This is an optimization exercise on Yosys and OpenROAD, whose aim is small area, not a production implementation. Where RTL was checked, it was by simulation tests only, not by an equivalence proof against the original. Function not checked in runs 1 to 3: the RTL went through the layout flow alone. Power is estimated from default activity; no workload was simulated.

--- flow/flow/run.sh ---
#!/bin/bash
# Standard layout flow, with Yosys's half/full-adder extraction turned off
# (the adder cells are marked don't-use, so synthesis maps all logic with ABC).
set -e
cp standard.sh standard_sh_copy.txt
cp synth_recipe.tcl synth_recipe_copy.txt
cp config.mk config_mk_copy.txt
export DONT_USE_CELLS="sky130_fd_sc_hd__ha_1 sky130_fd_sc_hd__ha_2 sky130_fd_sc_hd__ha_4 sky130_fd_sc_hd__fa_1 sky130_fd_sc_hd__fa_2 sky130_fd_sc_hd__fa_4"
bash standard.sh > standard.log 2>&1
--- flow/standard.sh ---
#!/bin/bash
# synth_recipe.tcl (not shown) runs the flow's synth.tcl, then flattens the netlist and writes it again
# the make line also repeats each setting of config.mk as NAME=value (left out here)
make -C /OpenROAD-flow-scripts/flow DESIGN_CONFIG=/design/flow/config.mk WORK_HOME=/design/flow/orfs CLKGATE_MAP_FILE= SYNTH_SCRIPT=/design/flow/synth_recipe.tcl "${@:-finish}"
--- flow/config.mk ---
export PLATFORM = sky130hd
export DESIGN_NAME = connect4
export DESIGN_NICKNAME = connect4
export VERILOG_FILES = /design/flow/design.v
export SDC_FILE = /design/flow/constraint.sdc
export NUM_CORES = 4
export LEC_CHECK = 0
export CAP_MARGIN = 20
export CORE_MARGIN = 2
export CORE_UTILIZATION = 40
export SLEW_MARGIN = 20
--- flow/constraint.sdc ---
create_clock -name core_clock -period 10.0 [get_ports {clk}]
set_input_delay 2.0000 -clock core_clock [delete_from_list [all_inputs] [get_ports {clk}]]
set_output_delay 2.0000 -clock core_clock [all_outputs]
set_load 0.01 [all_outputs]
--- flow/design.v ---
module connect4(
    input clk,
    input reset,
    input right,
    input left,
    input enter,
    output h_sync,
    output v_sync,
    output [3:0] red,
    output [3:0] green,
    output [3:0] blue,
    output [1:0] win
    );
    integer c, r;
    reg q1, q2;
    wire change = q2 & ~q1;
    wire sel = ~q2 & q1;
    wire won;
    always @(posedge clk or posedge reset)
        if (reset) begin
            q1 <= 1'b0; q2 <= 1'b0;
        end else begin
            q1 <= (~q1 & enter) | (q1 & ~enter) | (q2 & ~q1);
            q2 <= (~q2 & q1 & enter) | (q2 & ~q1 & won) | (q2 & q1 & ~enter);
        end
    reg player;
    always @(posedge clk or posedge reset)
        if (reset) player <= 1'b0;
        else if (change) player <= ~player;
    reg [2:0] A;
    always @(posedge clk or posedge reset)
        if (reset) A <= 3'd0;
        else if (sel) begin
            if (right & ~left) A <= (A == 3'd6) ? 3'd0 : A + 3'd1;
            else if (left & ~right) A <= (A == 3'd0) ? 3'd6 : A - 3'd1;
        end
    reg [6:0] bd [0:6];
    reg F, W;
    reg [5:0] occ [0:6];
    reg [5:0] M [0:6];
    always @(*)
        for (c = 0; c < 7; c = c + 1)
            for (r = 0; r < 6; r = r + 1) begin
                occ[c][r] = |(bd[c] >> (r + 1));
                M[c][r] = occ[c][r] & (bd[c][r] ^ player);
            end
    wire drop = change & ~F;
    always @(posedge clk or posedge reset)
        if (reset) begin
            for (c = 0; c < 7; c = c + 1) bd[c] <= 7'b0000001;
        end else begin
            for (c = 0; c < 7; c = c + 1)
                if (drop && A == c) begin
                    if (~occ[c][0]) bd[c][0] <= player;
                    for (r = 1; r < 6; r = r + 1)
                        if (~occ[c][r]) bd[c][r] <= bd[c][r] ? player : bd[c][r-1];
                    bd[c][6] <= bd[c][6] | bd[c][5];
                end
        end
    reg wm;
    always @(*) begin
        wm = 1'b0;
        for (c = 0; c < 7; c = c + 1)
            for (r = 0; r < 3; r = r + 1)
                wm = wm | (M[c][r] & M[c][r+1] & M[c][r+2] & M[c][r+3]);
        for (c = 0; c < 4; c = c + 1)
            for (r = 0; r < 6; r = r + 1)
                wm = wm | (M[c][r] & M[c+1][r] & M[c+2][r] & M[c+3][r]);
        for (c = 0; c < 4; c = c + 1)
            for (r = 0; r < 3; r = r + 1) begin
                wm = wm | (M[c][r] & M[c+1][r+1] & M[c+2][r+2] & M[c+3][r+3]);
                wm = wm | (M[c][r+3] & M[c+1][r+2] & M[c+2][r+1] & M[c+3][r]);
            end
    end
    assign won = F | wm;
    assign win = {won, F ? W : (wm & ~player)};
    always @(posedge clk or posedge reset)
        if (reset) begin
            F <= 1'b0; W <= 1'b0;
        end else if (~F) begin
            F <= wm; W <= ~player;
        end
    reg [1:0] s;
    wire pe = ~s[1] & s[0];
    reg [2:0] k;
    reg [6:0] o;
    reg [2:0] j;
    reg [6:0] u;
    wire oz = (o == 7'd0);
    wire uz = (u == 7'd0);
    wire hwrap = (k == 3'd7) & oz;
    reg [6:0] ol, ul;
    always @(*) begin
        case (k)
            3'd7, 3'd1, 3'd3: ol = 7'd91;
            3'd0, 3'd2, 3'd4: ol = 7'd90;
            3'd5: ol = 7'd127;
            default: ol = 7'd122;
        endcase
        case (j)
            3'd7, 3'd0, 3'd2, 3'd4: ul = 7'd68;
            3'd1, 3'd3: ul = 7'd67;
            3'd5: ul = 7'd66;
            default: ul = 7'd45;
        endcase
    end
    always @(posedge clk or posedge reset)
        if (reset) begin
            s <= 2'b00; k <= 3'd7; o <= 7'd0; j <= 3'd7; u <= 7'd1;
        end else begin
            s <= {s[0], ~s[1]};
            if (pe) begin
                if (oz) begin
                    k <= k + 3'd1; o <= ol;
                end else
                    o <= o - 7'd1;
                if (hwrap) begin
                    if (uz) begin
                        j <= j + 3'd1; u <= ul;
                    end else
                        u <= u - 7'd1;
                end
            end
        end
    assign h_sync = ~(((k == 3'd6) & (o <= 7'd21)) | ((k == 3'd7) & (o >= 7'd49)));
    assign v_sync = ~((j == 3'd7) & ((u == 7'd34) | (u == 7'd35)));
    wire cellx = ((k <= 3'd5) & (o >= 7'd2)) | ((k == 3'd6) & (o >= 7'd39));
    wire vl = (k <= 3'd5) & (o <= 7'd1);
    wire xb = ((k == 3'd6) & (o == 7'd38)) | hwrap;
    wire hl = ((j <= 3'd5) & (u <= 7'd1)) | ((j >= 3'd6) & uz);
    wire rowon = (j <= 3'd5) & (u >= 7'd2);
    wire cur = (j == 3'd6) & ~uz;
    wire yg = (j != 3'd0);
    reg selb, selo;
    always @(*) begin
        selb = 1'b0; selo = 1'b0;
        for (c = 0; c < 7; c = c + 1)
            for (r = 0; r < 6; r = r + 1)
                if (k == c && j == r) begin
                    selb = bd[c][r];
                    selo = occ[c][r];
                end
    end
    wire curs = cur & cellx & (k == A);
    wire white = xb | (vl & yg) | hl;
    wire cellon = cellx & rowon;
    wire cred = F ? W : (selo & selb);
    wire cblue = F ? ~W : (selo & ~selb);
    wire nR = white | (cellon & cred) | (curs & player);
    wire nB = white | (cellon & cblue) | (curs & ~player);
    reg cR, cB;
    always @(posedge clk or posedge reset)
        if (reset) begin
            cR <= 1'b0; cB <= 1'b0;
        end else if (pe) begin
            cR <= nR; cB <= nB;
        end
    assign red = {4{cR}};
    assign blue = {4{cB}};
    assign green = {4{cR & cB}};
endmodule
==> reports/metrics.cfg, run 1 <==
[synth]
synth_nets=1028
ys_ff_latch=81
yosys_warnings=4
syn_area_mm2=0.00776
synth_ff_type=dfrtp_1
synth_cell_types=91
synth_enable_flop_cells=0
syn_inst=995
avgSynthCellArea_um2=7.80
synthArstFlopShare_pct=100
seq_area_frac_synth_pct=26.3

[cts]
root_buffer=clkbuf_16
cts_buffers=9
h-tree-depth=3
cts_hold_buffers=0
path_clk_slew_ns=0.07
clk_latency_ns=0.36
cts_setup_buffers=0
cts_tree=done
clockBufferDepth=2
cts_resized=0
cts_sinks=81

[worst_setup_path]
worstPathArrival_ns=3.97
reg2reg_depth=10
required_ns=8.00
crit_type=register to output port
crit_path_max_fanout=57
crit_path_end_kind=output port
reg2reg_to=cR
critPathLaunchType=register
crit-reg2reg-launch=j[2]
r2r_slack_ns=5.84

[layout]
antenna_cells=0
final_common_cell=nand2_1
layout_common_cells=nand2_1 (76), o21ai_0 (71), dfrtp_1 (66), nor2_1 (66), a21oi_1 (63)
layout-drive-gt1-share_pct=9.13
area_growth_pct=5.32
utilization_pct=43.3
nNetsFinal=970

[global_route]
grt_pass1_wl_mm=40.0
grt_usage_pct=24.9
grt_max_degree=58
antenna_found_initial=0
grt_overflow_total=0
grt_pass1_vias=6969

[timing]
period_minus_slack_ns=5.97
timing_hold_violations_final=0
tightest_slew_ns=0.895
fin_tns_setup_ns=0
relSlewSlack_pct=39.8
layout_setup_ws_ns=4.03
fmax_mhz=168
final_max_slew_viol_count=0
fin_crit_sh_pct=59.7
worst_clock_skew_ns=0.00973
rsz0062_at_grt=false
finalSetupViolations=0

[die]
io_pins=21
rows=50
die_area_mm2=0.0205
die_w_um=143
coreArea_mm2=0.0189
die_height_um=143
start_util_pct=41.1

[pwr]
power_density_mw_per_mm2=181
leakagePower_nw=3.14
vdd_drop_max_uv=119

[routing]
firstDrtPassIters=5
met3_length_mm=1.71
wirelength_mm=25.2
remaining_drc_errors=0
vias=7631
first_iter_violations=950
ant_nets=0
via_per_inst=6.35
wl_met2_mm=11.0
dr.max_layer_used=met4
wl_met1_mm=11.7
wl_per_cell_um=21.0

[placed_design]
gp_congestion=0.980
hpwlAfterDp_mm=18.0
port_buffers=20
place_ws_ns=4.45

[worst_hold_path]
hold_path.startpoint=s[0]
min_to=s[1]
holdPathStages=0
hold_class=register to register

[outcome]
status=complete, no violations

[job]
maxCapViolCount=0

-- worst max-delay path by stage --
stage,from,to,slack [ns],cells after the start
after CTS,player,win[1],4.05,9
after global routing,player,win[1],3.75,9
after detailed placement,player,win[1],4.45,9
final,player,win[1],4.03,9
after global placement,player,win[1],4.48,9
after floorplan,bd[2][6],win[1],5.75,10
-- through the flow --
stage	hold WS, ns	instance area [um^2]	total power, mW	std cells
after floorplan	0.367	7760	0.965	995
after global placement	0.392	7860	1.11	1186
after detailed placement	0.391	7860	1.11	1186
after CTS	0.408	8180	1.48	1202
after global routing	0.427	8180	1.57	1202
final	0.403	8180	1.48	1202
-- registers in the layout, summed over array words and instances (netlist names) --
signal,flops
o,7
s,2
q1,1
q2,1
k,3
j,3
cB,1
cR,1
F,1
A,3
bd,49
player,1
W,1
u,7
-- per-layer routing --
layer	track usage (%)	vias up
met2	37.4	358
li1	-	3575
met5	0	-
met1	35.7	3647
met3	3.93	51
met4	10.4	0
-- power by group --
group | leakage (nW) | total (mW) | internal [mW] | switching (mW)
Sequential | 1.02 | 0.539 | 0.388 | 0.151
Combinational | 1.97 | 0.581 | 0.238 | 0.344
Clock | 0.147 | 0.361 | 0.204 | 0.157
Total | 3.14 | 1.48 | 0.830 | 0.651
-- synthesized netlist by cell type, types with 12 or more instances --
| master | instances | area [um^2] |
|---|---|---|
| nand2_1 | 76 | 285 |
| o21ai_0 | 71 | 355 |
| dfrtp_1 | 67 | 1680 |
| nor2_1 | 66 | 248 |
| a21oi_1 | 63 | 315 |
| clkbuf_1 | 47 | 176 |
| a31oi_1 | 42 | 263 |
| nand3_1 | 38 | 190 |
| nor3_1 | 37 | 185 |
| inv_1 | 36 | 135 |
| buf_2 | 30 | 150 |
| ha_1 | 28 | 350 |
| xor2_1 | 27 | 236 |
| nor2b_1 | 22 | 138 |
| xnor2_1 | 17 | 149 |
| buf_4 | 16 | 120 |
| nand2b_1 | 16 | 100 |
| dfstp_2 | 14 | 368 |
| nand4_1 | 13 | 81.3 |
| o211ai_1 | 13 | 97.6 |
| and2_1 | 12 | 75.1 |
| and3_1 | 12 | 75.1 |
-- layout make-up --
cell class                 count  area (um^2)
fill                        1971        10700
timing repair buffer          29          268
multi-input combinational    778         5080
clock inverter                 6         73.8
inverter                      38          144
sequential                    81         2050
tap                          260          325
clock buffer                  10          239
-- critical path, cell delays in order (launching register included) --
cell and delay [ns]:
dfrtp_2 0.71, buf_4 0.70, xor2_1 0.13, o21ai_0 0.27
a2111oi_0 0.22, a211oi_1 0.20, nand4_1 0.14, nor4b_2 0.54
nand3_1 0.18, clkdlybuf4s50_1 0.51
-- logic make-up after synthesis --
logic type / after synthesis / share of synthesized area (%)
buffers and inverters: 136 / 8.22
DFF: 81 / 26.3
and+or+nand+nor: 362 / 25.0
adders and majority gates: 28 / 4.51
xor gates and xnor gates: 44 / 4.96
AOI/OAI and AO/OA: 334 / 29.6
muxes: 10 / 1.40
==> inputs of run 2 (changes only) <==
==> flow/flow/run.sh (replaced) <==
#!/bin/bash
# Own layout flow: the standard ORFS flow (standard.sh) with a different
# logic synthesis step:
#  - Yosys's half/full adder extraction is off (ha/fa cells marked don't-use),
#    so all logic is mapped by ABC;
#  - ABC runs the area-oriented script flow/abc_area.script.
# Everything else (floorplan, power grid, placement, CTS, routing) is the
# standard flow unchanged. Each tool's output goes to a log in this folder.
set -euo pipefail
HERE=$(pwd)
FLOWDIR=$HERE/flow

# synthesis script: ORFS's synth.tcl with the ABC script swapped
sed "s|log_cmd abc {\*}\$abc_args|set abc_args [lreplace \$abc_args 1 1 $FLOWDIR/abc_area.script]\n  log_cmd abc {*}\$abc_args|" \
    "$FLOW_HOME/scripts/synth.tcl" > "$HERE/synth_custom.tcl"
grep -q "abc_area.script" "$HERE/synth_custom.tcl"
# wrapper, as synth_recipe.tcl does it (synth -nofsm -noshare, flatten, rename)
sed "s|source \$::env(SCRIPTS_DIR)/synth.tcl|source $HERE/synth_custom.tcl|" synth_recipe.tcl > "$HERE/my_synth.tcl"
grep -q "synth_custom.tcl" "$HERE/my_synth.tcl"

cp config.mk "$HERE/my_config.mk"
echo "export DONT_USE_CELLS = sky130_fd_sc_hd__ha_1 sky130_fd_sc_hd__ha_2 sky130_fd_sc_hd__ha_4 sky130_fd_sc_hd__fa_1 sky130_fd_sc_hd__fa_2 sky130_fd_sc_hd__fa_4" >> "$HERE/my_config.mk"

sed -e "s|DESIGN_CONFIG=[^ ]*|DESIGN_CONFIG=$HERE/my_config.mk|" \
    -e "s|SYNTH_SCRIPT=[^ ]*|SYNTH_SCRIPT=$HERE/my_synth.tcl|" standard.sh > "$HERE/my_standard.sh"
grep -q "my_synth.tcl" "$HERE/my_standard.sh"

bash "$HERE/my_standard.sh" > "$HERE/orfs_flow.log" 2>&1
==> flow/flow/abc_area.script (new file) <==
&get -n
&st
&deepsyn -T 30
&dch -f
&nf -a
&put
topo
stime -c
upsize -c
dnsize -c
==> reports/metrics.cfg, run 2 <==
[synth]
syn_inst=691  ; -31%
synth_common_cells=nand2_1 (93), nor2_1 (90), dfrtp_1 (67)
syn_area_mm2=0.00554  ; -29%
synth_ff_type=dfrtp_1
synth_cell_types=57  ; -37%
synth_top_area_share_pct=30.2  ; +8.6 points
avgSynthCellArea_um2=8.02  ; +2.8%
synthArstFlopShare_pct=100  ; unchanged
synth_area_leader_cell=dfrtp_1
ys_ff_latch=81  ; unchanged
synth_enable_flop_cells=0  ; unchanged
yosys-top-cells-area=dfrtp_1 (30%), dfstp_2 (6.6%), nand2_1 (6.3%)
synth.most_common_cell=nand2_1
synth_nets=696  ; -32%
yosys_warnings=4  ; unchanged
seq_area_frac_synth_pct=36.9  ; +11 points

[global_route]
antenna_found_initial=0  ; unchanged
grt_pass1_vias=5206  ; -25%
grt_pass1_wl_mm=29.3  ; -27%
grt_usage_pct=26.1  ; +1.2 points
grt_max_degree=60  ; +3.4%
busiest_layer=met2
grtUsageMet2_pct=42.0  ; +4.6 points
use_met1_pct=34.2  ; -1.4 points
use_met3_pct=6.04  ; +2.1 points
grt_overflow_total=0  ; unchanged

[timing]
fin_tns_setup_ns=0  ; unchanged
fmax_mhz=168  ; +0.43%
rsz0062_at_grt=false
timing_hold_violations_final=0  ; unchanged
tightest_slew_ns=1.02  ; +0.122 ns
relSlewSlack_pct=31.5  ; -8.3 points
worst_clock_skew_ns=0.00622  ; -0.00350 ns
final_max_slew_viol_count=0  ; unchanged
fin_crit_sh_pct=59.4  ; -0.26 points
period_minus_slack_ns=5.94  ; -0.0257 ns
finalSetupViolations=0  ; unchanged

[die]
die_area_mm2=0.0148  ; -28%
rows=43  ; -14%
start_util_pct=40.4  ; -0.68 points
io_pins=21  ; unchanged
die_w_um=122  ; -15%
coreArea_mm2=0.0137  ; -27%
die_height_um=122  ; -15%

[worst_setup_path]
crit_type=register to output port
crit_path_max_fanout=59  ; +3.5%
cp_cell_sequence=buf_4 -> inv_2 -> nor2_1 -> nor3_1 -> o21ai_0 -> a21o_1 -> o2111ai_1 -> nor4_1 -> nand4_1 -> and2_0 -> clkdlybuf4s50_1
crit_path_top_delay_cell=buf_4
max_stage_delay_ns=0.65  ; -0.06 ns
worstPathArrival_ns=3.94  ; -0.03 ns
crit_path_end_kind=output port
required_ns=8.00  ; about the same
critPathLaunchType=register
cp_top_family=buffers and inverters
worst-path-buf-inv=3  ; +1

[routing]
via_per_inst=6.26  ; -1.4%
remaining_drc_errors=0  ; unchanged
wirelength_mm=18.9  ; -25%
wl_per_cell_um=21.0  ; +0.12%
vias=5634  ; -26%
ant_nets=0  ; unchanged
firstDrtPassIters=5  ; unchanged
first_iter_violations=496  ; -48%

[pwr]
power_density_mw_per_mm2=219  ; +21%
power.net_switching_mw=0.553  ; -15%
leakagePower_nw=2.42  ; -23%
clkPwrFrac_pct=28.8  ; +4.5 points
p_comb_share_pct=35.7  ; -3.5 points
vdd_drop_max_uv=165  ; +39%
internal-power_mw=0.819  ; -1.3%
switching_share_pct=40.3  ; -3.7 points
seqPwrFrac_pct=35.6  ; -0.8 points

[layout]
utilization_pct=45.7  ; +2.4 points
final_common_cell=nand2_1
nNetsFinal=720  ; -26%
top_regs=bd (49), o (7), u (7)
largest_reg_flops=49  ; unchanged
area_growth_pct=13.1
layout-drive-gt1-share_pct=5.56  ; -3.6 points
nFillCells=1380  ; -30%
largest-register=bd
layout_common_cells=nand2_1 (93), nor2_1 (90), dfrtp_1 (66)
fin_area_mm2=0.00627  ; -23%
antenna_cells=0  ; unchanged

[cts]
cts_sinks=81  ; unchanged
cts_tree=done
cts_hold_buffers=0  ; unchanged
clockBufferDepth=2  ; unchanged
cts_resized=0  ; unchanged
path_clk_slew_ns=0.06  ; about the same
h-tree-depth=3  ; unchanged
clk_latency_ns=0.36  ; about the same
cts_buffers=9  ; unchanged
cts_setup_buffers=0  ; unchanged
root_buffer=clkbuf_16

[placed_design]
dpl_cell_area_mm2=0.00592  ; -25%
port_buffers=20  ; unchanged
hpwlAfterDp_mm=13.9  ; -23%
gp_congestion=1.02  ; +3.9%

[worst_hold_path]
hold_class=register to register

[job]
maxCapViolCount=0  ; unchanged

[outcome]
status=complete, no violations

run 2: routing by layer:
metal | wire length [um] | share of wire [%]
met5 | 0 | 0
met4 | 481 | 2.5
met3 | 1410 | 7.5
met2 | 8820 | 47
met1 | 8210 | 43
run 2: through the flow:
| stage | total power, mW | setup slack (ns) | std cells | hold slack [ns] |
|---|---|---|---|---|
| after floorplan | 0.830 | 4.75 | 691 | 0.367 |
| after global placement | 0.973 | 4.42 | 884 | 0.381 |
| after detailed placement | 0.971 | 4.42 | 884 | 0.378 |
| after CTS | 1.37 | 4.03 | 900 | 0.396 |
| after global routing | 1.46 | 3.86 | 900 | 0.414 |
| final | 1.37 | 4.06 | 900 | 0.394 |
run 2: path summary, 6_finish.rpt:
path	from	to	slack [ns]	depth (start not counted)
min in group asynchronous	reset	u[5]	1.97	2
max	player	win[0]	4.06	11
min	s[0]	s[1]	0.39	0
max reg2reg	j[0]	cR	6.28	11
max in group asynchronous	reset	player	6.90	3
min reg2reg	s[0]	s[1]	0.39	0
run 2: power groups by stage:
stage               Sequential, mW  Combinational, mW  Clock, mW
floorplan                    0.497              0.333          0
global placement             0.489              0.484          0
detailed placement           0.489              0.481          0
CTS                          0.485              0.484      0.404
global route                 0.498              0.543      0.417
finish                       0.488              0.489      0.395
run 2: kinds of logic after synthesis:
| kind of cell | after synthesis | synth area share (%) |
|---|---|---|
| AND/OR/NAND/NOR | 312 | 26.5 |
| AO/OA/AOI/OAI | 221 | 25.6 |
| flip-flops | 81 | 36.9 |
| XOR/XNOR | 52 | 8.35 |
| buffers and inverters | 23 | 2.37 |
| multiplexers | 2 | 0.361 |
run 2: final cells by class:
class                      instances  area (um^2)  area share, %
timing repair buffer              25          238           3.79
tap                              180          225           3.59
sequential                        81         2050           32.6
clock inverter                     7          126           2.02
clock buffer                       9          225           3.59
inverter                          11         42.5          0.679
multi-input combinational        587         3370           53.7
==> inputs of run 3 (changes only) <==
--- a/flow/config.mk
+++ b/flow/config.mk
@@ -9,3 +9,6 @@
 export CORE_MARGIN = 2
-export CORE_UTILIZATION = 40
+export CORE_UTILIZATION = 60
+export CTS_BUF_LIST = sky130_fd_sc_hd__clkbuf_8
+export CTS_CLUSTER_DIAMETER = 100
+export CTS_CLUSTER_SIZE = 20
 export SLEW_MARGIN = 20
==> reports/metrics.cfg, run 3 <==
[synth]
synth_nets=696  ; unchanged
yosys-top-cells-area=dfrtp_1 (30%), dfstp_2 (6.6%), nand2_1 (6.3%)
synth.most_common_cell=nand2_1
syn_area_mm2=0.00554  ; unchanged
seq_area_frac_synth_pct=36.9  ; unchanged
yosys_warnings=4  ; unchanged
synth_top_area_share_pct=30.2  ; unchanged
synthArstFlopShare_pct=100  ; unchanged
synth_cell_types=57  ; unchanged
avgSynthCellArea_um2=8.02  ; unchanged
synth_ff_type=dfrtp_1
synth_area_leader_cell=dfrtp_1
ys_ff_latch=81  ; unchanged
syn_inst=691  ; unchanged
synth_enable_flop_cells=0  ; unchanged
synth_common_cells=nand2_1 (93), nor2_1 (90), dfrtp_1 (67)

[routing]
wl_per_cell_um=20.9  ; -0.76%
ant_nets=0  ; unchanged
via_per_inst=6.92  ; +11%
first_iter_violations=636  ; +28%
remaining_drc_errors=0  ; unchanged
wirelength_mm=17.3  ; -8.5%
firstDrtPassIters=6  ; +1
vias=5742  ; +1.9%

[layout]
layout-drive-gt1-share_pct=5.42  ; -0.13 points
largest-register=bd
final_common_cell=nand2_1
area_growth_pct=8.98
utilization_pct=66.3  ; +21 points
nFillCells=760  ; -45%
instances_no_fill=830  ; -7.8%
antenna_cells=0  ; unchanged
layout_common_cells=nand2_1 (93), nor2_1 (90), dfrtp_1 (66)
top_regs=bd (49), o (7), u (7)
largest_reg_flops=49  ; unchanged
nNetsFinal=719  ; -0.14%

[outcome]
status=complete, no violations

[placed_design]
hpwlAfterDp_mm=12.7  ; -8.6%
gp_congestion=0.960  ; -5.7%
dp.cells=814  ; -7.9%
port_buffers=20  ; unchanged

[cts]
h-tree-depth=3  ; unchanged
cts_tree=done
cts_hold_buffers=0  ; unchanged
cts_sinks=81  ; unchanged
clockBufferDepth=2  ; unchanged
root_buffer=clkbuf_8
path_clk_slew_ns=0.09  ; +0.03 ns
cts_resized=0  ; unchanged
cts_setup_buffers=0  ; unchanged
clk_latency_ns=0.36  ; about the same
cts_buffers=9  ; unchanged

[global_route]
grt_pass1_wl_mm=27.7  ; -5.5%
grt_max_degree=82  ; +37%
grt_usage_pct=35.3  ; +9.2 points
antenna_found_initial=0  ; unchanged
grt_overflow_total=0  ; unchanged
grt_pass1_vias=5162  ; -0.85%

[worst_hold_path]
hold_path.startpoint=s[0]
hold_class=register to register

[worst_setup_path]
crit_path_end_kind=output port
crit_type=register to output port
required_ns=8.00  ; about the same
crit_path_end=win[0]
critPathLaunchType=register
crit-reg2reg-launch=j[1]
worstPathArrival_ns=3.90  ; -0.04 ns
crit_path_max_fanout=45  ; -24%
reg2reg_depth=10  ; -1
r2r_slack_ns=6.29  ; about the same
critical_path.startpoint=player
reg2reg_to=cR

[pwr]
power.total_mw=1.24  ; -9.7%
leakagePower_nw=2.36  ; -2.6%
vdd_drop_max_uv=130  ; -21%
power_density_mw_per_mm2=205  ; -6.3%

[die]
start_util_pct=60.9  ; +20 points
die_height_um=100  ; -18%
rows=35  ; -19%
io_pins=21  ; unchanged
coreArea_mm2=0.00911  ; -34%
die_area_mm2=0.0100  ; -32%
die_w_um=100  ; -18%

[timing]
period_minus_slack_ns=5.90  ; -0.0380 ns
fin_crit_sh_pct=59.0  ; -0.38 points
timing_hold_violations_final=0  ; unchanged
rsz0062_at_grt=false
fin_tns_setup_ns=0  ; unchanged
fmax_mhz=169  ; +0.64%
final_max_slew_viol_count=0  ; unchanged
relSlewSlack_pct=26.6  ; -4.9 points
tightest_slew_ns=1.10  ; +0.0805 ns
finalSetupViolations=0  ; unchanged
worst_clock_skew_ns=0.0113  ; +0.00510 ns

[job]
maxCapViolCount=0  ; unchanged

run 3: report_power, final:
group	internal, mW	leakage [nW]	switching (mW)
Clock	0.131	0.110	0.129
Sequential	0.389	1.02	0.115
Combinational	0.182	1.23	0.293
Total	0.702	2.36	0.538
run 3: worst max-delay path, stage by stage, from the launching register on:
cell and delay [ns]:
dfrtp_2 0.58, buf_4 0.60, inv_2 0.38, nor2_1 0.19, nor3_1 0.08, o21ai_0 0.20
a21o_1 0.15, o2111ai_1 0.09, nor4_1 0.25, nand4_1 0.29, and2_0 0.22, clkdlybuf4s50_1 0.47
run 3: layout make-up:
class | count | area, um^2 | area share [%]
clock buffer | 11 | 151 | 2.51
clock inverter | 5 | 61.3 | 1.01
inverter | 11 | 42.5 | 0.704
multi-input combinational | 587 | 3370 | 55.7
sequential | 81 | 2050 | 33.9
tap | 111 | 139 | 2.30
timing repair buffer | 24 | 234 | 3.87
run 3: how the worst min path moves through the flow:
stage | endpoint | slack (ns) | cells past startpoint
6_report | s[1] | 0.42 | 0
5_1_grt | s[1] | 0.44 | 0
4_1_cts | s[1] | 0.43 | 0
3_5_place_dp | s[1] | 0.40 | 0
3_3_place_gp | s[1] | 0.38 | 0
2_1_floorplan | s[1] | 0.37 | 0
run 3: logic make-up after synthesis:
| group | count (synthesis) | share of synthesized area, % |
|---|---|---|
| buf+inv | 23 | 2.37 |
| xor+xnor | 52 | 8.35 |
| flops | 81 | 36.9 |
| simple gates | 312 | 26.5 |
| compound gates | 221 | 25.6 |
| mux | 2 | 0.361 |
run 3: per-stage QoR:
stage	setup slack (ns)	hold slack (ns)	cell area, um^2
after floorplan	4.75	0.367	5540
after global placement	4.65	0.379	5820
after detailed placement	4.58	0.402	5820
after CTS	4.17	0.433	6040
after global routing	3.92	0.443	6040
final	4.10	0.421	6040
run 3: layer usage:
| metal | wire length, um | GRT usage [%] | vias up |
|---|---|---|---|
| met4 | 732 | 14.9 | 0 |
| met1 | 7130 | 49.5 | 2728 |
| li1 | - | - | 2622 |
| met5 | 0 | 0 | - |
| met2 | 7880 | 54.9 | 333 |
| met3 | 1570 | 5.15 | 59 |
==> inputs of run 4 (changes only) <==
--- a/flow/design.v
+++ b/flow/design.v
@@ -133,11 +133,14 @@
     wire yg = (j != 3'd0);
+    reg [6:0] kc;
     reg selb, selo;
     always @(*) begin
+        kc = 7'd0;
+        for (c = 0; c < 7; c = c + 1)
+            kc = kc | ({7{k == c}} & bd[c]);
         selb = 1'b0; selo = 1'b0;
-        for (c = 0; c < 7; c = c + 1)
-            for (r = 0; r < 6; r = r + 1)
-                if (k == c && j == r) begin
-                    selb = bd[c][r];
-                    selo = occ[c][r];
-                end
+        for (r = 0; r < 6; r = r + 1)
+            if (j == r) begin
+                selb = kc[r];
+                selo = |(kc >> (r + 1));
+            end
     end
--- a/flow/flow/run.sh
+++ b/flow/flow/run.sh
@@ -5,3 +5,5 @@
 #    so all logic is mapped by ABC;
-#  - ABC runs the area-oriented script flow/abc_area.script.
+#  - ABC runs the area-oriented script flow/abc_area.script;
+#  - no insbuf buffers between output ports; clock tree of clkbuf_8 without
+#    dummy loads.
 # Everything else (floorplan, power grid, placement, CTS, routing) is the
@@ -22,2 +24,7 @@
 echo "export DONT_USE_CELLS = sky130_fd_sc_hd__ha_1 sky130_fd_sc_hd__ha_2 sky130_fd_sc_hd__ha_4 sky130_fd_sc_hd__fa_1 sky130_fd_sc_hd__fa_2 sky130_fd_sc_hd__fa_4" >> "$HERE/my_config.mk"
+# no buffers between output ports that carry the same signal (each port still
+# gets its own port buffer at placement)
+echo "export SYNTH_INSBUF = 0" >> "$HERE/my_config.mk"
+# clock tree: clkbuf_8 buffers, no dummy loads
+echo "export CTS_ARGS = -sink_clustering_enable -repair_clock_nets -buf_list sky130_fd_sc_hd__clkbuf_8 -root_buf sky130_fd_sc_hd__clkbuf_8 -dont_use_dummy_load" >> "$HERE/my_config.mk"
 
--- a/flow/config.mk
+++ b/flow/config.mk
@@ -9,6 +9,4 @@
 export CORE_MARGIN = 2
-export CORE_UTILIZATION = 60
-export CTS_BUF_LIST = sky130_fd_sc_hd__clkbuf_8
-export CTS_CLUSTER_DIAMETER = 100
-export CTS_CLUSTER_SIZE = 20
+export CORE_UTILIZATION = 65
+export PLACE_DENSITY = 0.75
 export SLEW_MARGIN = 20
==> reports/metrics.cfg, run 4 <==
[outcome]
status=complete, no violations

[die]
rows=32  ; -8.6%
coreArea_mm2=0.00769  ; -16%
die_height_um=93.0  ; -7.1%
io_pins=21  ; unchanged
start_util_pct=67.0  ; +6.1 points
die_area_mm2=0.00865  ; -14%
die_w_um=93.0  ; -7.1%

[cts]
cts_setup_buffers=0  ; unchanged
path_clk_slew_ns=0.10  ; about the same
clockBufferDepth=2  ; unchanged
cts_sinks=81  ; unchanged
h-tree-depth=3  ; unchanged
cts_hold_buffers=0  ; unchanged
cts_tree=done
clk_latency_ns=0.37  ; about the same
cts_resized=0  ; unchanged
root_buffer=clkbuf_8
cts_buffers=9  ; unchanged

[synth]
syn_area_mm2=0.00515  ; -7.1%
ys_ff_latch=81  ; unchanged
synth_cell_types=51  ; -11%
synth_common_cells=nand2_1 (74), dfrtp_1 (67), nor2_1 (47)
avgSynthCellArea_um2=8.61  ; +7.4%
synthArstFlopShare_pct=100  ; unchanged
synth.most_common_cell=nand2_1
yosys-top-cells-area=dfrtp_1 (33%), dfstp_2 (7.1%), xor2_1 (6.6%)
synth_nets=603  ; -13%
seq_area_frac_synth_pct=39.7  ; +2.8 points
syn_inst=598  ; -13%
synth_area_leader_cell=dfrtp_1
synth_enable_flop_cells=0  ; unchanged
synth_top_area_share_pct=32.6  ; +2.3 points
yosys_warnings=4  ; unchanged
synth_ff_type=dfrtp_1

[layout]
layout_common_cells=nand2_1 (74), dfrtp_1 (66), nor2_1 (47)
largest_reg_flops=49  ; unchanged
top_regs=bd (49), o (7), u (7)
layout-drive-gt1-share_pct=4.92  ; -0.50 points
largest-register=bd
nNetsFinal=637  ; -11%
area_growth_pct=9.33
final_common_cell=nand2_1
antenna_cells=0  ; unchanged

[placed_design]
port_buffers=20  ; unchanged
place_ws_ns=4.54  ; -0.0428 ns
hpwlAfterDp_mm=11.5  ; -9.6%
gp_congestion=1.07  ; +12%

[timing]
fin_tns_setup_ns=0  ; unchanged
timing_hold_violations_final=0  ; unchanged
fmax_mhz=166  ; -1.7%
layout_setup_ws_ns=3.99  ; -0.103 ns
relSlewSlack_pct=26.7  ; +0.11 points
finalSetupViolations=0  ; unchanged
final_max_slew_viol_count=0  ; unchanged
period_minus_slack_ns=6.01  ; +0.103 ns
rsz0062_at_grt=false
worst_clock_skew_ns=0.0308  ; +0.0194 ns
tightest_slew_ns=1.09  ; -0.00774 ns
fin_crit_sh_pct=60.1  ; +1.0 points

[job]
maxCapViolCount=0  ; unchanged

[routing]
ant_nets=0  ; unchanged
remaining_drc_errors=0  ; unchanged
first_iter_violations=509  ; -20%
via_per_inst=7.22  ; +4.4%
wirelength_mm=15.7  ; -9.6%
firstDrtPassIters=9  ; +3
wl_per_cell_um=21.4  ; +2.6%
vias=5288  ; -7.9%

[worst_setup_path]
crit_path_end_kind=output port
crit_path_max_fanout=58  ; +29%
critPathLaunchType=register
crit_type=register to output port
required_ns=8.00  ; about the same
worstPathArrival_ns=4.01  ; +0.11 ns

[global_route]
grt_usage_pct=37.5  ; +2.2 points
antenna_found_initial=0  ; unchanged
grt_max_degree=82  ; unchanged
grt_pass1_vias=4843  ; -6.2%
grt_overflow_total=0  ; unchanged
grt_pass1_wl_mm=25.1  ; -9.6%

[worst_hold_path]
hold_class=register to register

[pwr]
power_density_mw_per_mm2=185  ; -9.7%
leakagePower_nw=2.29  ; -3.0%
vdd_drop_max_uv=175  ; +35%

## run 4: cell count changes in the layout (fill, tap and decap cells not counted), moves of 5 or more
cell | previous run | this run
a21oi_1 | 55 | 41
and3_1 | 2 | 13
xor2_1 | 31 | 39
o22ai_1 | 10 | 4
a211oi_1 | 6 | 14
a31oi_1 | 38 | 25
nor3_1 | 30 | 37
nand2_1 | 93 | 74
or2_0 | 8 | 3
nor2_1 | 90 | 47
nand3_1 | 20 | 11
## run 4: metrics by stage
stage          hold WS (ns)  power [mW]  util [%]  cell area [um^2]  instances
6_report              0.413        1.04      73.2              5630        732
5_1_grt               0.426        1.09      73.2              5630        732
4_1_cts               0.415        1.03      73.2              5630        732
3_5_place_dp          0.394       0.841      71.6              5500        723
3_3_place_gp          0.381       0.826      71.6              5500        723
2_1_floorplan         0.368       0.732         -              5150        598
## run 4: metal layers
layer / vias to the layer above / wire length [um] / track usage, %
li1: 2344 / - / -
met4: 0 / 720 / 15.8
met3: 79 / 1760 / 9.02
met5: - / 0 / 0
met2: 362 / 6970 / 55.7
met1: 2503 / 6210 / 52.8
## run 4: final cells by class
cell class                 count  area [um^2]
tap                          102          128
fill                         575         2060
clock buffer                   9          124
sequential                    81         2050
multi-input combinational    505         3060
timing repair buffer          23          226
inverter                      12         46.3
## run 4: worst paths after layout
check | depth (start not counted) | to | start | slack [ns]
min | 0 | s[1] | s[0] | 0.41
max in group asynchronous | 3 | bd[4][1] | reset | 7.31
min reg2reg | 0 | s[1] | s[0] | 0.41
max | 10 | win[0] | player | 3.99
min in group asynchronous | 3 | o[4] | reset | 2.15
max reg2reg | 8 | u[3] | o[3] | 6.72
## run 4: critical path, cell delays in order (launching register included)
cell and delay [ns]:
dfrtp_2 0.44, buf_4 0.69, xor2_1 0.21, o21ai_1 0.36, a2111oi_2 0.15, o21ai_1 0.15
o21ai_0 0.11, nor4_1 0.42, nand4_1 0.32, and2_0 0.26, clkdlybuf4s50_1 0.48
## run 4: kinds of logic (layout without fill, tap and decap cells)
group	count (synthesis)	in the layout	synth area share, %
simple gates	248	248	23.9
flops	81	81	39.7
mux	3	3	0.632
compound gates	196	196	24.9
xor+xnor	58	58	10.0
buf+inv	12	44	0.875
## run 4: report_power, final
group          internal (mW)  switching (mW)
Sequential             0.383          0.0928
Clock                 0.0807           0.112
Combinational          0.144           0.230
Total                  0.608           0.435
==> inputs of run 5 (changes only) <==
--- a/flow/config.mk
+++ b/flow/config.mk
@@ -9,4 +9,3 @@
 export CORE_MARGIN = 2
-export CORE_UTILIZATION = 65
-export PLACE_DENSITY = 0.75
+export CORE_UTILIZATION = 60
 export SLEW_MARGIN = 20
==> reports/metrics.cfg, run 5 <==
[worst_setup_path]
critPathLaunchType=register
crit_type=register to output port
crit_path_end_kind=output port
required_ns=8.00  ; about the same
worstPathArrival_ns=4.00  ; about the same
crit_path_max_fanout=7  ; -88%

[placed_design]
hpwlAfterDp_mm=11.3  ; -1.7%
gp_congestion=1.02  ; -5.0%
dp.cells=725  ; +0.28%
port_buffers=20  ; unchanged

[synth]
synth_nets=603  ; unchanged
synthArstFlopShare_pct=100  ; unchanged
avgSynthCellArea_um2=8.61  ; unchanged
synth_area_leader_cell=dfrtp_1
synth_ff_type=dfrtp_1
yosys_warnings=4  ; unchanged
ys_ff_latch=81  ; unchanged
synth_cell_types=51  ; unchanged
synth_common_cells=nand2_1 (74), dfrtp_1 (67), nor2_1 (47)
syn_inst=598  ; unchanged
syn_area_mm2=0.00515  ; unchanged
synth_top_area_share_pct=32.6  ; unchanged
synth_enable_flop_cells=0  ; unchanged
seq_area_frac_synth_pct=39.7  ; unchanged
synth.most_common_cell=nand2_1
yosys-top-cells-area=dfrtp_1 (33%), dfstp_2 (7.1%), xor2_1 (6.6%)

[pwr]
clkPwrFrac_pct=18.2  ; -0.3 points
vdd_drop_max_uv=189  ; +7.9%
seqPwrFrac_pct=45.5  ; about the same
leakagePower_nw=2.28  ; -0.24%
power.net_switching_mw=0.424  ; -2.7%
power_density_mw_per_mm2=183  ; -1.0%
internal-power_mw=0.608  ; about the same
p_comb_share_pct=36.3  ; +0.4 points
switching_share_pct=41.0  ; -0.67 points

[timing]
fmax_mhz=167  ; about the same
rsz0062_at_grt=false
period_minus_slack_ns=6.00  ; -0.00308 ns
worst_clock_skew_ns=0.0226  ; -0.00812 ns
relSlewSlack_pct=33.8  ; +7.1 points
timing_hold_violations_final=0  ; unchanged
fin_tns_setup_ns=0  ; unchanged
tightest_slew_ns=0.985  ; -0.105 ns
finalSetupViolations=0  ; unchanged
fin_crit_sh_pct=60.0  ; about the same
final_max_slew_viol_count=0  ; unchanged

[routing]
wirelength_mm=15.3  ; -2.4%
ant_nets=0  ; unchanged
via_per_inst=7.01  ; -3.0%
first_iter_violations=602  ; +18%
firstDrtPassIters=9  ; unchanged
wl_per_cell_um=20.8  ; -2.7%
remaining_drc_errors=0  ; unchanged
vias=5143  ; -2.7%

[layout]
nFillCells=664  ; +15%
register_area_mm2=0.00205  ; unchanged
layout_common_cells=nand2_1 (74), dfrtp_1 (66), nor2_1 (47)
instances_no_fill=734  ; +0.27%
multi_input_area_mm2=0.00306  ; unchanged
layout-drive-gt1-share_pct=4.77  ; -0.15 points
antenna_cells=0  ; unchanged
area_growth_pct=9.26  ; about the same
largest-register=bd
largest_reg_flops=49  ; unchanged
top_regs=bd (49), o (7), u (7)
nNetsFinal=636  ; -0.16%
final_common_cell=nand2_1

[cts]
cts_hold_buffers=0  ; unchanged
cts_setup_buffers=0  ; unchanged
clk_latency_ns=0.34  ; -0.03 ns
clockBufferDepth=2  ; unchanged
cts_tree=done
path_clk_slew_ns=0.09  ; about the same
cts_resized=0  ; unchanged
root_buffer=clkbuf_8
cts_buffers=9  ; unchanged
cts_sinks=81  ; unchanged
h-tree-depth=3  ; unchanged

[die]
die_height_um=96.6  ; +3.9%
die_area_mm2=0.00934  ; +8.0%
io_pins=21  ; unchanged
coreArea_mm2=0.00826  ; +7.4%
start_util_pct=62.4  ; -4.6 points
die_w_um=96.6  ; +3.9%
rows=33  ; +3.1%

[global_route]
grt_overflow_total=0  ; unchanged
grt_usage_pct=32.6  ; -4.8 points
grt_pass1_vias=4722  ; -2.5%
grt_max_degree=82  ; unchanged
grt_pass1_wl_mm=24.7  ; -1.3%
antenna_found_initial=0  ; unchanged

[outcome]
status=complete, no violations

[worst_hold_path]
hold_class=register to register

[job]
maxCapViolCount=0  ; unchanged

[run 5: changes by cell type in the layout (fill, tap and decap cells not counted), sizes merged]
cell / previous run / this run
buf: 3 / 2
[run 5: cell type report]
class | instances | area share, %
timing repair buffer | 22 | 3.89
sequential | 81 | 36.4
tap | 105 | 2.33
multi-input combinational | 505 | 54.4
inverter | 12 | 0.823
clock buffer | 9 | 2.20
[run 5: cell families after synthesis]
family | count (synthesis) | share of synthesized area, %
mux | 3 | 0.632
simple gates | 248 | 23.9
xor+xnor | 58 | 10.0
buf+inv | 12 | 0.875
compound gates | 196 | 24.9
flops | 81 | 39.7
[run 5: final timing paths]
kind | endpoint | slack (ns) | start | cells after the start
setup / recovery | win[0] | 4.00 | bd[4][4] | 9
hold / removal | s[1] | 0.41 | s[0] | 0
setup reg to reg | q2 | 6.68 | bd[4][4] | 8
hold reg to reg | s[1] | 0.41 | s[0] | 0
max in group asynchronous | player | 7.29 | reset | 3
min in group asynchronous | o[4] | 2.16 | reset | 3
[run 5: worst max-delay path, cell delays in order, from the launching register on]
cell,delay (ns)
dfrtp_1,0.46
or4_1,0.64
o21ai_0,0.60
nor3_1,0.19
nor4_1,0.30
o21ai_0,0.13
nor4_1,0.27
nand4_1,0.32
and2_0,0.28
clkdlybuf4s50_1,0.47
[run 5: power groups by stage]
stage	sequential [mW]	clock, mW	combinational, mW
5_1_grt	0.478	0.204	0.410
6_report	0.470	0.188	0.374
4_1_cts	0.465	0.190	0.366
2_1_floorplan	0.483	0	0.249
3_3_place_gp	0.470	0	0.355
3_5_place_dp	0.472	0	0.365
[run 5: layer usage]
layer	track usage, %	part of all wire, %	vias up
li1	-	-	2345
met1	47.9	43	2486
met2	49.0	45	272
met3	5.49	8.7	40
met4	11.7	2.9	0
met5	0	0	-
[run 5: stage by stage]
| step | hold slack, ns | setup slack (ns) | power, mW | cell area, um^2 | util, % |
|---|---|---|---|---|---|
| after floorplan | 0.368 | 4.67 | 0.732 | 5150 | - |
| after global placement | 0.382 | 4.49 | 0.825 | 5500 | 66.6 |
| after detailed placement | 0.388 | 4.48 | 0.836 | 5500 | 66.6 |
| after CTS | 0.408 | 4.12 | 1.02 | 5620 | 68.1 |
| after global routing | 0.417 | 3.97 | 1.09 | 5630 | 68.1 |
| final | 0.406 | 4.00 | 1.03 | 5630 | 68.1 |
==> inputs of run 6 (changes only) <==
==> flow/flow/abc_area.script (replaced) <==
&get -n
&st
&deepsyn -T 60
&dch -f
&nf -a -R 1000
&put
==> reports/metrics.cfg, run 6 <==
[synth]
seq_area_frac_synth_pct=40.0  ; +0.29 points
yosys-top-cells-area=dfrtp_1 (33%), dfstp_2 (7.2%), xor2_1 (6.3%)
synthArstFlopShare_pct=100  ; unchanged
synth_cell_types=51  ; unchanged
syn_area_mm2=0.00511  ; -0.73%
ys_ff_latch=81  ; unchanged
avgSynthCellArea_um2=8.42  ; -2.2%
yosys_warnings=4  ; unchanged
synth_ff_type=dfrtp_1
synth_nets=612  ; +1.5%
syn_inst=607  ; +1.5%
synth_area_leader_cell=dfrtp_1
synth_common_cells=nand2_1 (82), nor2_1 (69), dfrtp_1 (67)
synth_enable_flop_cells=0  ; unchanged
synth_top_area_share_pct=32.8  ; +0.24 points
synth.most_common_cell=nand2_1

[global_route]
grt_overflow_total=0  ; unchanged
grt_max_degree=82  ; unchanged
grt_usage_pct=35.1  ; +2.5 points
antenna_found_initial=0  ; unchanged
grt_pass1_wl_mm=24.5  ; -0.92%
grt_pass1_vias=4698  ; -0.51%

[worst_setup_path]
reg2reg_depth=12  ; +4
crit_type=register to output port
crit_path_end_kind=output port
crit_path_top_delay_cell=dfrtp_2
max_stage_delay_ns=0.87  ; +0.23 ns
cp_cell_sequence=buf_4 -> clkinv_1 -> nand4_1 -> o311ai_0 -> nand3_1 -> a22oi_1 -> nor3_1 -> nand3_1 -> nor4_1 -> nand4_1 -> and2_0 -> clkdlybuf4s50_1
cp_top_family=buffers and inverters
required_ns=8.00  ; about the same
crit_path_max_fanout=35  ; +28
worstPathArrival_ns=4.61  ; +0.61 ns
worst-path-buf-inv=3  ; +2
critPathLaunchType=register
reg2reg_to=q2
r2r_slack_ns=6.15  ; -0.53 ns
crit-reg2reg-launch=player
critical_path.startpoint=player

[routing]
remaining_drc_errors=0  ; unchanged
wl_per_cell_um=21.4  ; +2.9%
firstDrtPassIters=7  ; -2
ant_nets=0  ; unchanged
wirelength_mm=16.0  ; +4.6%
vias=5268  ; +2.4%
first_iter_violations=773  ; +28%
via_per_inst=7.06  ; +0.78%

[cts]
path_clk_slew_ns=0.10  ; about the same
cts_setup_buffers=0  ; unchanged
cts_hold_buffers=0  ; unchanged
root_buffer=clkbuf_8
cts_tree=done
clockBufferDepth=2  ; unchanged
clk_latency_ns=0.36  ; +0.02 ns
cts_sinks=81  ; unchanged
cts_buffers=9  ; unchanged
cts_resized=0  ; unchanged
h-tree-depth=3  ; unchanged

[timing]
fin_tns_setup_ns=0  ; unchanged
period_minus_slack_ns=6.61  ; +0.610 ns
fin_crit_sh_pct=66.1  ; +6.1 points
relSlewSlack_pct=32.4  ; -1.4 points
fmax_mhz=151  ; -9.2%
whs_ns=0.411  ; +0.00430 ns
layout_setup_ws_ns=3.39  ; -0.610 ns
rsz0062_at_grt=false
timing_hold_violations_final=0  ; unchanged
worst_clock_skew_ns=0.0348  ; +0.0121 ns
tightest_slew_ns=1.01  ; +0.0215 ns
final_max_slew_viol_count=0  ; unchanged
finalSetupViolations=0  ; unchanged

[layout]
area_growth_pct=9.77
largest_reg_flops=49  ; unchanged
layout_common_cells=nand2_1 (82), nor2_1 (69), dfrtp_1 (66)
largest-register=bd
layout-drive-gt1-share_pct=4.68  ; -0.089 points
fin_area_mm2=0.00561  ; -0.27%
antenna_cells=0  ; unchanged
utilization_pct=68.0  ; -0.18 points
nFillCells=644  ; -3.0%
register_area_mm2=0.00205  ; unchanged
multi_input_area_mm2=0.00303  ; -1.1%
top_regs=bd (49), o (7), u (7)
final_common_cell=nand2_1
nNetsFinal=648  ; +1.9%

[placed_design]
dpl_cell_area_mm2=0.00548  ; -0.27%
port_buffers=20  ; unchanged
gp_congestion=0.977  ; -4.1%
hpwlAfterDp_mm=11.8  ; +4.3%
place_ws_ns=3.83  ; -0.654 ns

[die]
io_pins=21  ; unchanged
die_height_um=96.3  ; -0.35%
die_w_um=96.3  ; -0.35%
coreArea_mm2=0.00826  ; unchanged
start_util_pct=61.9  ; -0.45 points
rows=33  ; unchanged
die_area_mm2=0.00927  ; -0.70%

[pwr]
power_density_mw_per_mm2=187  ; +1.9%
vdd_drop_max_uv=243  ; +28%
leakagePower_nw=2.27  ; -0.51%

[worst_hold_path]
min_to=s[1]
hold_class=register to register
hold_path.startpoint=s[0]
holdPathStages=0  ; unchanged

[outcome]
status=complete, no violations

[job]
maxCapViolCount=0  ; unchanged

[run 6: metal layers]
layer	part of all wire, %	global-route usage, %
met5	0	0
met4	3.4	12.6
met3	11	6.73
met2	45	53.6
met1	41	49.7
[run 6: worst max path at each step]
stage	cells past startpoint	endpoint	slack, ns
after global routing	12	win[0]	3.11
after CTS	12	win[0]	3.42
after detailed placement	12	win[0]	3.83
final	12	win[0]	3.39
after global placement	12	win[0]	3.90
after floorplan	10	win[0]	3.89
[run 6: logic make-up (layout without fill, tap and decap cells)]
| logic type | count (synthesis) | count (layout) | synth area share (%) |
|---|---|---|---|
| and+or+nand+nor | 274 | 274 | 25.2 |
| AOI/OAI and AO/OA | 178 | 178 | 23.1 |
| DFF | 81 | 81 | 40.0 |
| buffers and inverters | 11 | 45 | 0.808 |
| muxes | 4 | 4 | 0.857 |
| xor gates and xnor gates | 59 | 59 | 10.1 |
[run 6: report_power, final]
group          internal (mW)  switching [mW]
logic                  0.146           0.227
registers              0.381           0.107
clock network         0.0807           0.108
total                  0.608           0.441
[run 6: area by class of cell]
| cell class | count | share of cell area (%) |
|---|---|---|
| flip-flops and latches | 81 | 36.5 |
| repair buffers | 25 | 4.30 |
| inverters | 11 | 0.758 |
| well taps | 105 | 2.34 |
| multi-input cells | 515 | 53.9 |
| clock buffers | 9 | 2.21 |
[run 6: metrics by stage]
stage                     total power, mW  instances
after global routing                 1.10        746
after global placement              0.832        737
after CTS                            1.03        746
after floorplan                     0.732        607
after detailed placement            0.844        737
final                                1.05        746
==> inputs of run 7 (changes only) <==
--- a/flow/flow/run.sh
+++ b/flow/flow/run.sh
@@ -7,3 +7,3 @@
 #  - no insbuf buffers between output ports; clock tree of clkbuf_8 without
-#    dummy loads.
+#    dummy loads; port buffers are buf_1.
 # Everything else (floorplan, power grid, placement, CTS, routing) is the
@@ -27,2 +27,4 @@
 echo "export SYNTH_INSBUF = 0" >> "$HERE/my_config.mk"
+# port buffers: one buf_1 on every input and output port
+echo "export BUFFER_PORTS_ARGS = -inputs -outputs -buffer_cell sky130_fd_sc_hd__buf_1" >> "$HERE/my_config.mk"
 # clock tree: clkbuf_8 buffers, no dummy loads
==> reports/metrics.cfg, run 7 <==
[outcome]
status=complete, no violations

[timing]
layout_setup_ws_ns=3.80  ; +0.415 ns
rsz0062_at_grt=false
timing_hold_violations_final=0  ; unchanged
fin_tns_setup_ns=0  ; unchanged
worst_clock_skew_ns=0.0268  ; -0.00795 ns
tightest_slew_ns=1.11  ; +0.101 ns
final_max_slew_viol_count=0  ; unchanged
relSlewSlack_pct=25.6  ; -6.8 points
period_minus_slack_ns=6.20  ; -0.415 ns
finalSetupViolations=0  ; unchanged
fmax_mhz=161  ; +6.7%
fin_crit_sh_pct=62.0  ; -4.2 points

[layout]
largest_reg_flops=49  ; unchanged
final_common_cell=nand2_1
layout_common_cells=nand2_1 (82), nor2_1 (69), dfrtp_1 (66)
layout-drive-gt1-share_pct=4.38  ; -0.30 points
top_regs=bd (49), o (7), u (7)
antenna_cells=0  ; unchanged
multi_input_area_mm2=0.00303  ; unchanged
nFillCells=690  ; +7.1%
utilization_pct=66.3  ; -1.7 points
largest-register=bd
nNetsFinal=646  ; -0.31%
register_area_mm2=0.00205  ; unchanged
area_growth_pct=7.02

[job]
maxCapViolCount=0  ; unchanged

[synth]
synth_enable_flop_cells=0  ; unchanged
synthArstFlopShare_pct=100  ; unchanged
synth.most_common_cell=nand2_1
yosys_warnings=4  ; unchanged
synth_area_leader_cell=dfrtp_1
synth_nets=612  ; unchanged
syn_area_mm2=0.00511  ; unchanged
avgSynthCellArea_um2=8.42  ; unchanged
yosys-top-cells-area=dfrtp_1 (33%), dfstp_2 (7.2%), xor2_1 (6.3%)
synth_cell_types=51  ; unchanged
synth_common_cells=nand2_1 (82), nor2_1 (69), dfrtp_1 (67)
ys_ff_latch=81  ; unchanged
syn_inst=607  ; unchanged
seq_area_frac_synth_pct=40.0  ; unchanged
synth_ff_type=dfrtp_1
synth_top_area_share_pct=32.8  ; unchanged

[worst_setup_path]
cp_cell_sequence=buf_4 -> clkinv_1 -> nand4_1 -> o311ai_0 -> nand3_1 -> a22oi_1 -> nor3_1 -> nand3_1 -> nor4_1 -> nand4_1 -> and2_0 -> buf_1
reg2reg_to=q2
required_ns=8.00  ; about the same
crit_type=register to output port
critPathLaunchType=register
max_stage_delay_ns=0.83  ; -0.04 ns
crit_path_top_delay_cell=clkinv_1
crit_path_max_fanout=66  ; +89%
crit-reg2reg-launch=player
reg2reg_depth=12  ; unchanged
worstPathArrival_ns=4.20  ; -0.41 ns
crit_path_end_kind=output port
r2r_slack_ns=6.22  ; +0.07 ns

[routing]
wl_met2_mm=7.27  ; +2.1%
met3_length_mm=1.70  ; -5.9%
remaining_drc_errors=0  ; unchanged
wirelength_mm=16.2  ; +1.5%
wl_met1_mm=6.75  ; +3.8%
dr.max_layer_used=met4
firstDrtPassIters=6  ; -1
wl_per_cell_um=21.8  ; +1.7%
vias=5213  ; -1.0%
first_iter_violations=829  ; +7.2%
via_per_inst=7.01  ; -0.78%
ant_nets=0  ; unchanged

[die]
die_height_um=96.3  ; unchanged
start_util_pct=61.9  ; unchanged
die_w_um=96.3  ; unchanged
die_area_mm2=0.00927  ; unchanged
rows=33  ; unchanged
io_pins=21  ; unchanged
coreArea_mm2=0.00826  ; unchanged

[worst_hold_path]
hold_class=register to register
holdPathStages=0  ; unchanged
hold_path.startpoint=s[0]
min_to=s[1]

[cts]
cts_sinks=81  ; unchanged
cts_tree=done
cts_resized=0  ; unchanged
root_buffer=clkbuf_8
cts_buffers=9  ; unchanged
cts_setup_buffers=0  ; unchanged
path_clk_slew_ns=0.09  ; about the same
cts_hold_buffers=0  ; unchanged
h-tree-depth=3  ; unchanged
clk_latency_ns=0.36  ; about the same
clockBufferDepth=2  ; unchanged

[global_route]
grt_usage_pct=36.2  ; +1.1 points
antenna_found_initial=0  ; unchanged
grt_max_degree=82  ; unchanged
grt_pass1_wl_mm=25.1  ; +2.5%
grt_overflow_total=0  ; unchanged
grt_pass1_vias=4553  ; -3.1%

[placed_design]
port_buffers=20  ; unchanged
gp_congestion=0.965  ; -1.2%
place_ws_ns=4.31  ; +0.479 ns
hpwlAfterDp_mm=12.2  ; +3.4%

[pwr]
power_density_mw_per_mm2=191  ; +2.0%
vdd_drop_max_uv=200  ; -18%
leakagePower_nw=2.20  ; -3.0%

run 7: cell counts after synthesis:
Identical to the previous run, type by type.
run 7: final cells by class:
class / instances / share of cell area [%]
Multi-Input combinational cell: 515 / 55.3
Sequential cell: 81 / 37.4
Tap cell: 105 / 2.40
Clock buffer: 9 / 2.26
Timing Repair Buffer: 23 / 1.85
Inverter: 11 / 0.777
run 7: critical path, delay by kind of cell, from the launching register on:
| family | cells | cell delay, ns |
|---|---|---|
| buf+inv | 3 | 1.65 |
| simple gates | 7 | 1.55 |
| flops | 1 | 0.35 |
| compound gates | 2 | 0.25 |
run 7: cell families after synthesis:
kind of cell,Yosys count,synth area share (%)
AOI/OAI and AO/OA,178,23.1
xor gates and xnor gates,59,10.1
buffers and inverters,11,0.808
DFF,81,40.0
muxes,4,0.857
and+or+nand+nor,274,25.2
run 7: per-layer routing:
metal / global-route usage, % / up-vias
met5: 0 / -
met4: 11.9 / 0
met3: 5.72 / 48
met2: 55.1 / 359
met1: 52.6 / 2480
li1: - / 2326
run 7: stage by stage:
stage               cells  total power, mW  instance area (um^2)  hold slack (ns)
finish                744             1.04                  5470            0.427
global route          744             1.10                  5470            0.446
CTS                   744             1.03                  5470            0.427
detailed placement    735            0.843                  5340            0.389
global placement      735            0.831                  5340            0.378
floorplan             607            0.732                  5110            0.367
run 7: report_power, final:
part           leakage, nW  total [mW]  switching [mW]  internal [mW]
combinational         1.11       0.392           0.247          0.145
clock               0.0647       0.191           0.110         0.0807
sequential            1.02       0.461          0.0798          0.381
total                 2.20        1.04           0.437          0.607
run 7: worst max-delay path by stage:
stage | start | endpoint | slack [ns]
2_1_floorplan | player | win[0] | 3.89
3_3_place_gp | player | win[0] | 4.32
3_5_place_dp | player | win[0] | 4.31
4_1_cts | player | win[0] | 3.90
5_1_grt | player | win[0] | 3.56
6_report | player | win[0] | 3.80
==> inputs of run 8 (changes only) <==
==> flow/flow/abc_area.script (replaced) <==
&get -n
&st
&deepsyn -J 100 -T 600
&dch -f
&nf -a -R 1000 -F 16 -A 16 -C 32
&put
==> reports/metrics.cfg, run 8 <==
[cts]
root_buffer=clkbuf_8
cts_hold_buffers=0  ; unchanged
path_clk_slew_ns=0.08  ; about the same
cts_buffers=9  ; unchanged
h-tree-depth=3  ; unchanged
clk_latency_ns=0.37  ; about the same
cts_resized=0  ; unchanged
clockBufferDepth=2  ; unchanged
cts_sinks=81  ; unchanged
cts_tree=done
cts_setup_buffers=0  ; unchanged

[pwr]
internal-power_mw=0.602  ; -0.88%
power.net_switching_mw=0.422  ; -3.3%
power.total_mw=1.02  ; -1.9%
power_density_mw_per_mm2=189  ; -0.77%
switching_share_pct=41.2  ; -0.61 points
p_comb_share_pct=34.6  ; -3.0 points
leakagePower_nw=2.22  ; +0.77%
vdd_drop_max_uv=173  ; -13%
seqPwrFrac_pct=47.2  ; +3.0 points
clkPwrFrac_pct=18.3  ; about the same

[routing]
firstDrtPassIters=5  ; -1
wirelength_mm=14.9  ; -8.4%
wl_per_cell_um=20.5  ; -5.8%
via_per_inst=6.83  ; -2.6%
first_iter_violations=593  ; -28%
ant_nets=0  ; unchanged
vias=4942  ; -5.2%
remaining_drc_errors=0  ; unchanged

[job]
maxCapViolCount=0  ; unchanged

[synth]
synth_enable_flop_cells=0  ; unchanged
synth_common_cells=nand2_1 (75), dfrtp_1 (67), nor2_1 (53)
yosys-top-cells-area=dfrtp_1 (33%), xor2_1 (7.8%), dfstp_2 (7.3%)
syn_area_mm2=0.00504  ; -1.4%
synth-xor-area-share_pct=9.90  ; -0.21 points
synth_compound_area_share_pct=25.1  ; +2.0 points
synth_fa_ha_area_share_pct=0  ; unchanged
yosys_warnings=4  ; unchanged
synth_top_area_share_pct=33.3  ; +0.46 points
synthSimpleGateAreaFrac_pct=22.5  ; -2.7 points
synth_nets=591  ; -3.4%
synth_cell_types=53  ; +3.9%
syn_inst=586  ; -3.5%
synthArstFlopShare_pct=100  ; unchanged
seq_area_frac_synth_pct=40.5  ; +0.56 points
synth_area_leader_cell=dfrtp_1
synth.most_common_cell=nand2_1
synthMuxAreaShare_pct=0.868  ; +0.012 points
synth_ff_type=dfrtp_1
avgSynthCellArea_um2=8.60  ; +2.2%
ys_ff_latch=81  ; unchanged
synth_top_family_by_area=compound AO/OA/AOI/OAI gates

[layout]
register_area_mm2=0.00205  ; unchanged
layout-drive-gt1-share_pct=4.68  ; +0.30 points
area_growth_pct=7.27
final_common_cell=nand2_1
antenna_cells=0  ; unchanged
largest_reg_flops=49  ; unchanged
largest-register=bd
nFillCells=666  ; -3.5%
layout_common_cells=nand2_1 (75), dfrtp_1 (66), nor2_1 (53)
nNetsFinal=626  ; -3.1%
top_regs=bd (49), o (7), u (7)
multi_input_area_mm2=0.00294  ; -2.8%

[outcome]
status=complete, no violations

[timing]
fmax_mhz=165  ; +2.3%
layout_setup_ws_ns=3.94  ; +0.140 ns
rsz0062_at_grt=false
relSlewSlack_pct=35.3  ; +9.7 points
period_minus_slack_ns=6.06  ; -0.140 ns
fin_crit_sh_pct=60.6  ; -1.4 points
fin_tns_setup_ns=0  ; unchanged
worst_clock_skew_ns=0.0214  ; -0.00544 ns
timing_hold_violations_final=0  ; unchanged
final_max_slew_viol_count=0  ; unchanged
tightest_slew_ns=0.969  ; -0.139 ns
finalSetupViolations=0  ; unchanged

[placed_design]
place_ws_ns=4.29  ; -0.0153 ns
gp_congestion=0.992  ; +2.8%
port_buffers=20  ; unchanged
hpwlAfterDp_mm=11.0  ; -10%

[worst_setup_path]
crit_path_end_kind=output port
crit_type=register to output port
crit_path_max_fanout=37  ; -44%
critPathLaunchType=register
worstPathArrival_ns=4.06  ; -0.14 ns
required_ns=8.00  ; about the same

[global_route]
grt_overflow_total=0  ; unchanged
grt_usage_pct=34.1  ; -2.1 points
grt_pass1_vias=4530  ; -0.51%
grt_pass1_wl_mm=23.5  ; -6.4%
grt_max_degree=82  ; unchanged
antenna_found_initial=0  ; unchanged

[die]
die_height_um=95.7  ; -0.66%
die_w_um=95.7  ; -0.66%
die_area_mm2=0.00915  ; -1.3%
start_util_pct=61.7  ; -0.23 points
rows=33  ; unchanged
coreArea_mm2=0.00818  ; -1.0%
io_pins=21  ; unchanged

[worst_hold_path]
hold_class=register to register

run 8: changes by cell type in the layout (fill, tap and decap cells not counted), moves of 4 or more:
cell	before	now
o21ai_0	35	41
nand3_1	18	11
nor2_1	69	53
a211oi_1	6	14
a31oi_1	25	21
nand2b_1	15	10
clkinv_1	10	14
xnor2_1	22	12
xor2_1	37	45
nand2_1	82	75
run 8: worst paths after layout:
check / start / slack [ns] / end / cells past startpoint
setup / recovery: player / 3.94 / win[0] / 13
setup reg to reg: player / 6.36 / q2 / 13
hold / removal: s[0] / 0.39 / s[1] / 0
hold reg to reg: s[0] / 0.39 / s[1] / 0
min in group asynchronous: reset / 1.81 / bd[6][2] / 3
max in group asynchronous: reset / 7.67 / player / 3
run 8: stage by stage:
step	util, %	hold WS (ns)	instance area (um^2)	instances
final	66.2	0.391	5410	724
after global routing	66.2	0.406	5410	724
after CTS	66.1	0.393	5410	724
after detailed placement	64.6	0.368	5280	715
after global placement	64.6	0.366	5280	715
after floorplan	-	0.354	5040	586
run 8: layout make-up:
cell class	count	share of cell area, %
multi-input combinational	490	54.4
sequential	81	37.8
tap	105	2.43
clock buffer	9	2.29
timing repair buffer	24	2.01
inverter	15	1.06
run 8: layer usage:
metal  GRT usage [%]  share of wire (%)  vias to the layer above
met5               0                  0                        -
li1                -                  -                     2288
met2            50.3                 45                      248
met3            6.88                8.0                       50
met4            16.2                3.6                        0
met1            47.8                 44                     2356
run 8: cell families (layout without fill, tap and decap cells):
kind of cell | Yosys count | after routing
AO/OA/AOI/OAI | 191 | 191
XOR/XNOR | 57 | 57
flip-flops | 81 | 81
AND/OR/NAND/NOR | 238 | 238
buffers and inverters | 15 | 48
multiplexers | 4 | 4
run 8: power groups by stage:
stage	combinational (mW)	sequential (mW)	clock, mW
after floorplan	0.246	0.475	0
after global placement	0.335	0.482	0
after detailed placement	0.344	0.486	0
after CTS	0.346	0.480	0.189
after global routing	0.392	0.492	0.198
final	0.354	0.483	0.187
run 8: critical path, cell delays in order, from the launching register on:
cell and delay (ns):
dfrtp_2 0.78, buf_4 0.57, xor2_1 0.15, o21ai_0 0.28, nor2_1 0.11, nand2_1 0.09, a21oi_1 0.04, a41oi_1 0.20
a21oi_1 0.06, or4_1 0.51, nor4_1 0.26, nand3_1 0.29, and2_0 0.24, buf_1 0.12

afterwards: timing with drivers on the ports:
No port has a modelled driver above. Below, the same layouts with a new extraction and two added sets of constraints. Step 1: set_driving_cell puts a clkbuf_16 on clk and a buf_2 on each other input, an assumption about the parent block. Step 2 adds t to the input delays and takes it off the output delays; t is the mean of the earliest and latest rising clock arrival at the registers after step 1. Input paths then give back, and output paths get back, about the clock's delay inside the block. Slacks: ideal ports / drivers / drivers and shift; pairs: ideal ports / drivers.
run | t (ns) | slack for setup (ns) | worst hold slack (ns) | clock arrival spread, ns | worst data-port slew with drivers (ns)
run 1 | 0.402 | 4.032 / 3.988 / 4.390 | 0.403 / 0.403 / 0.403 | 0.012 / 0.012 | 0.03
run 2 | 0.397 | 4.058 / 4.016 / 4.413 | 0.394 / 0.394 / 0.394 | 0.006 / 0.006 | 0.03
run 3 | 0.392 | 4.096 / 4.061 / 4.453 | 0.421 / 0.421 / 0.421 | 0.011 / 0.011 | 0.03
run 4 | 0.394 | 3.992 / 3.954 / 4.348 | 0.413 / 0.413 / 0.413 | 0.031 / 0.031 | 0.03
run 5 | 0.368 | 3.995 / 3.960 / 4.328 | 0.406 / 0.406 / 0.406 | 0.022 / 0.023 | 0.03
run 6 | 0.372 | 3.386 / 3.352 / 3.725 | 0.411 / 0.411 / 0.411 | 0.034 / 0.035 | 0.03
run 7 | 0.387 | 3.801 / 3.764 / 4.151 | 0.427 / 0.427 / 0.427 | 0.027 / 0.027 | 0.03
run 8 | 0.394 | 3.942 / 3.905 / 4.298 | 0.391 / 0.391 / 0.391 | 0.021 / 0.021 | 0.03
After both steps setup and hold are still met in every run listed.
